This design comes from an exercise in tuning for small area on the open sky130 flow, not from production work.
Function was checked by simulation only, so behaviour that the tests miss may differ from the original.

Design gci_std_display_character, start of the top module:
module gci_std_display_character #(
		parameter P_AREA_H = 640,
		parameter P_AREA_V = 480,
		parameter P_AREAA_HV_N = 19,
		parameter P_MEM_ADDR_N = 23
	)(
		input wire iCLOCK,
		input wire inRESET,
		input wire iRESET_SYNC,
		input wire iIF_VALID,
		output wire oIF_BUSY,
		input wire [13:0] iIF_ADDR,	 
		input wire [31:0] iIF_DATA,
		output wire oIF_FINISH,
		output wire oIF_VALID,
		input wire iIF_BUSY,
		output wire [P_MEM_ADDR_N-1:0] oIF_ADDR,
		output wire [23:0] oIF_DATA
	);
Size: about 1,200 cells after synthesis, roughly 7400 sq um of cells after synthesis.
==> flow/config.mk <==
export PLATFORM = sky130hd
export DESIGN_NAME = gci_std_display_character
export DESIGN_NICKNAME = gci_std_display_character
export VERILOG_FILES = /design/flow/design.v
export SDC_FILE = /design/flow/constraint.sdc
export NUM_CORES = 4
export LEC_CHECK = 0
export CAP_MARGIN = 20
export CORE_MARGIN = 2
export CORE_UTILIZATION = 30
export PLACE_DENSITY = 0.45
export SLEW_MARGIN = 20
export SYNTH_MEMORY_MAX_BITS = 32768
==> flow/constraint.sdc <==
create_clock -name core_clock -period 10.0 [get_ports {iCLOCK}]
set_input_delay 2.0000 -clock core_clock [delete_from_list [all_inputs] [get_ports {iCLOCK}]]
set_output_delay 2.0000 -clock core_clock [all_outputs]
set_load 0.01 [all_outputs]
standard.sh (not shown) runs the stock make flow with config.mk's settings and CLKGATE_MAP_FILE= SYNTH_SCRIPT=/design/flow/synth_recipe.tcl, a recipe that flattens the netlist after the stock synthesis.
==> flow/flow/run.sh <==
#!/bin/bash
# Own flow: the standard flow, with the standard synthesis netlist's combinational
# logic re-mapped by an area-oriented ABC script before floorplanning.
set -euo pipefail
W=$(pwd)
R=$W/orfs/results/$FLOW_PLATFORM/gci_std_display_character/base
YOSYS=yosys
if ! command -v yosys >/dev/null 2>&1; then YOSYS=$FLOW_HOME/../tools/install/yosys/bin/yosys; fi
bash standard.sh synth > $W/std_synth.log 2>&1
cp $R/1_2_yosys.v $W/std_1_2_yosys.v
REMAP_LIB=$FLOW_HOME/platforms/$FLOW_PLATFORM/lib/sky130_fd_sc_hd__tt_025C_1v80.lib \
REMAP_COMBMAP=$W/flow/combmap.v REMAP_IN=$W/std_1_2_yosys.v REMAP_TOP=$FLOW_TOP \
REMAP_SCRIPT=$W/flow/area.abc REMAP_STAT=$W/remap_stat.txt REMAP_OUT=$W/remap.v \
  $YOSYS -c $W/flow/remap.tcl > $W/remap.log 2>&1
# The registers must be the standard synthesis's, same names and cell types.
python3 $W/flow/same_regs.py $W/std_1_2_yosys.v $W/remap.v > $W/same_regs.log 2>&1
cp $W/remap.v $R/1_2_yosys.v
touch $R/1_2_yosys.v
bash standard.sh finish > $W/std_finish.log 2>&1
Other scripts of this flow, unchanged in this note and not shown: flow/flow/area.abc, flow/flow/combmap.v, flow/flow/remap.tcl, flow/flow/same_regs.py
The starting point finished with timing, DRC and antenna clean.
==> next run, changes <==
--- a/flow/flow/run.sh
+++ b/flow/flow/run.sh
@@ -17,3 +17,4 @@
 cp $W/remap.v $R/1_2_yosys.v
 touch $R/1_2_yosys.v
-bash standard.sh finish > $W/std_finish.log 2>&1
+# Port buffers: the smallest buffer instead of the delay cell the resizer picks.
+bash standard.sh finish "BUFFER_PORTS_ARGS=-buffer_cell sky130_fd_sc_hd__buf_1" > $W/std_finish.log 2>&1
--- a/flow/config.mk
+++ b/flow/config.mk
@@ -6,8 +6,9 @@
 export NUM_CORES = 4
 export LEC_CHECK = 0
+export ABC_AREA = 1
 export CAP_MARGIN = 20
 export CORE_MARGIN = 2
-export CORE_UTILIZATION = 30
-export PLACE_DENSITY = 0.45
+export CORE_UTILIZATION = 40
+export PLACE_DENSITY = 0.5
 export SLEW_MARGIN = 20
 export SYNTH_MEMORY_MAX_BITS = 32768
Result: Die area goes down by 28%; register-to-register slack gains 0.98 ns; clock-buffer cell count does not change; utilization goes up by 8.5 points; design area goes down by 13%; critical path depth goes up by 5; synthesized cell count goes down by 4.8%; synthesized area goes down by 4.4%.

---

## run 3
gci_std_display_character, a different RTL version from the one above (not shown whole).
Size: ~800 cells after synthesis, about 100 I/O pins, about 5700 um2 of cells after synthesis.
export LEC_CHECK = 0
export ABC_AREA = 1
export CAP_MARGIN = 30
export CORE_MARGIN = 2
export CORE_UTILIZATION = 30
export GPL_TIMING_DRIVEN = 0
export PLACE_DENSITY = 0.45
export SETUP_SLACK_MARGIN = 0.4
export SLEW_MARGIN = 30
export SYNTH_MEMORY_MAX_BITS = 32768
create_clock -name core_clock -period 10.0 [get_ports {iCLOCK}]
==> flow/flow/run.sh <==
#!/bin/bash
# Own flow: the standard flow with two changes.
# 1. Synthesis: ORFS's synthesis script as the standard synthesis runs it, but with
#    an area-oriented ABC script (a few are tried, optionally without Yosys's
#    full-adder extraction) in place of ORFS's delay-oriented one; the smallest
#    netlist whose registers are exactly the standard synthesis's is kept.
#    No buffers are added for outputs that share a net (OpenROAD reads the
#    assign statements; the port buffers follow in placement).
# 2. Layout: the smallest buffer on the ports, and a clock tree of clkbuf_8.
set -euo pipefail
W=$(pwd)
R=$W/orfs/results/$FLOW_PLATFORM/gci_std_display_character/base
REP=$W/orfs/reports/$FLOW_PLATFORM/gci_std_display_character/base
bash standard.sh synth > $W/std_synth.log 2>&1
cp $R/1_2_yosys.v $W/std_1_2_yosys.v
cp $R/1_2_yosys.sdc $W/std_1_2_yosys.sdc
cp $REP/synth_stat.txt $W/std_synth_stat.txt
std_area=$(sed -n "s/.*Chip area for module .*: \([0-9.]*\).*/\1/p" $W/std_synth_stat.txt | tail -1)
echo "standard $std_area" > $W/synth_areas.txt
best=""; best_area=$std_area
for s in nfm nf amap; do
  for fa in 0 1 2; do
    t=synth_${s}_fa${fa}
    # fa: 0 = Yosys's adder extraction as is, 1 = none, 2 = full adders only
    xfa="extract_fa {*}[dont_use_extract_fa_args]"
    [[ $fa == 1 ]] && xfa=""
    [[ $fa == 2 ]] && xfa="extract_fa -fa {*}[dont_use_extract_fa_args]"
    sed -e "s#^\(\s*\)extract_fa {\*}\[dont_use_extract_fa_args\]#\1$xfa#" \
        -e "s#^\(\s*\)insbuf -buf #\1\# insbuf -buf #" \
        -e "s#^\(\s*\)log_cmd abc {\*}\$abc_args#\1log_cmd abc -script $W/flow/$s.abc {*}[lrange \$abc_args 2 end]#" \
        $FLOW_HOME/scripts/synth.tcl > $W/$t.tcl
    sed -e "s#^source \$::env(SCRIPTS_DIR)/synth.tcl#source $W/$t.tcl#" $W/synth_recipe.tcl > $W/my_$t.tcl
    rm -f $R/1_2_yosys.v $R/1_2_yosys.sdc $R/1_synth.odb $R/1_synth.sdc
    if bash standard.sh "SYNTH_SCRIPT=$W/my_$t.tcl" $R/1_2_yosys.v > $W/$t.log 2>&1 \
       && cp $R/1_2_yosys.v $W/$t.v && cp $REP/synth_stat.txt $W/$t.stat \
       && python3 $W/flow/same_regs.py $W/std_1_2_yosys.v $W/$t.v > $W/$t.regs 2>&1; then
      a=$(sed -n "s/.*Chip area for module .*: \([0-9.]*\).*/\1/p" $W/$t.stat | tail -1)
      echo "$t $a" >> $W/synth_areas.txt
      # (far smaller than the standard netlist would mean lost logic)
      if python3 -c "import sys; sys.exit(0 if $a < $best_area and $a > 0.5 * $std_area else 1)"; then
        best=$t; best_area=$a
      fi
    fi
  done
done
echo "chosen ${best:-standard} $best_area" >> $W/synth_areas.txt
rm -f $R/1_2_yosys.v $R/1_2_yosys.sdc $R/1_synth.odb $R/1_synth.sdc
if [[ -n "$best" ]]; then cp $W/$best.v $R/1_2_yosys.v; else cp $W/std_1_2_yosys.v $R/1_2_yosys.v; fi
cp $W/std_1_2_yosys.sdc $R/1_2_yosys.sdc
bash standard.sh finish "BUFFER_PORTS_ARGS=-buffer_cell sky130_fd_sc_hd__buf_1" \
  "CTS_ARGS=-sink_clustering_enable -repair_clock_nets -dont_use_dummy_load -buf_list sky130_fd_sc_hd__clkbuf_8 -sink_clustering_size 30" \
  > $W/std_finish.log 2>&1
Other scripts of this flow, unchanged in this note and not shown: flow/flow/amap.abc, flow/flow/nf.abc, flow/flow/nfm.abc, flow/flow/same_regs.py
Run 3 | stages: all done | timing, DRC, antenna: all pass
> inputs changed (run 3 -> run 5)
diff --git a/flow/config.mk b/flow/config.mk
--- a/flow/config.mk
+++ b/flow/config.mk
@@ -9 +9 @@
-export CAP_MARGIN = 30
+export CAP_MARGIN = 40
@@ -12 +11,0 @@
-export GPL_TIMING_DRIVEN = 0
@@ -15 +14 @@
-export SLEW_MARGIN = 30
+export SLEW_MARGIN = 40
--- outcome ---
Floorplan die area came out exactly the same in run 3 and run 5. Run 5: proportion of final cell area spent on non-clock buffers higher than run 3. Run 5 has utilization above what run 3 had. Compared with run 3, run 5 shows placer congestion estimate higher by about 3.2%. Clock network contribution to total cell area across run 3 and run 5: no real change. STATUS headroom to the max-slew limit: run 5 wins against run 3. Changes observed in run 5 relative to run 3: final cell count now larger, worst endpoint data arrival time now smaller, minimum clock period now smaller. Re worst setup slack: run 3 was lower than run 5.

==> separate check: timing with driven ports <==
Ports are ideal in the flow. The routed layouts listed here were re-timed in OpenROAD. Step 1: set_driving_cell puts a clkbuf_16 on iCLOCK and a buf_2 on each other input, an assumption about the parent block. Step 2 times the ports against the registers' clock, not the clock port: input delays grow and output delays shrink by t, the midpoint of the rising clock arrivals with the driver on. Three values: ideal, step 1, step 2; two values: the first two.
run	t, ns	setup WS [ns]	worst slew at a driven data input, ns
the first run of note 1	0.327	0.848 / 0.812 / 1.139	0.05
the second run of note 1	0.335	1.965 / 1.926 / 2.261	0.04
run 3	0.337	1.217 / 1.183 / 1.520	0.04
run 5	0.326	2.054 / 2.024 / 2.350	0.04
After both steps setup and hold are still met in every run listed.
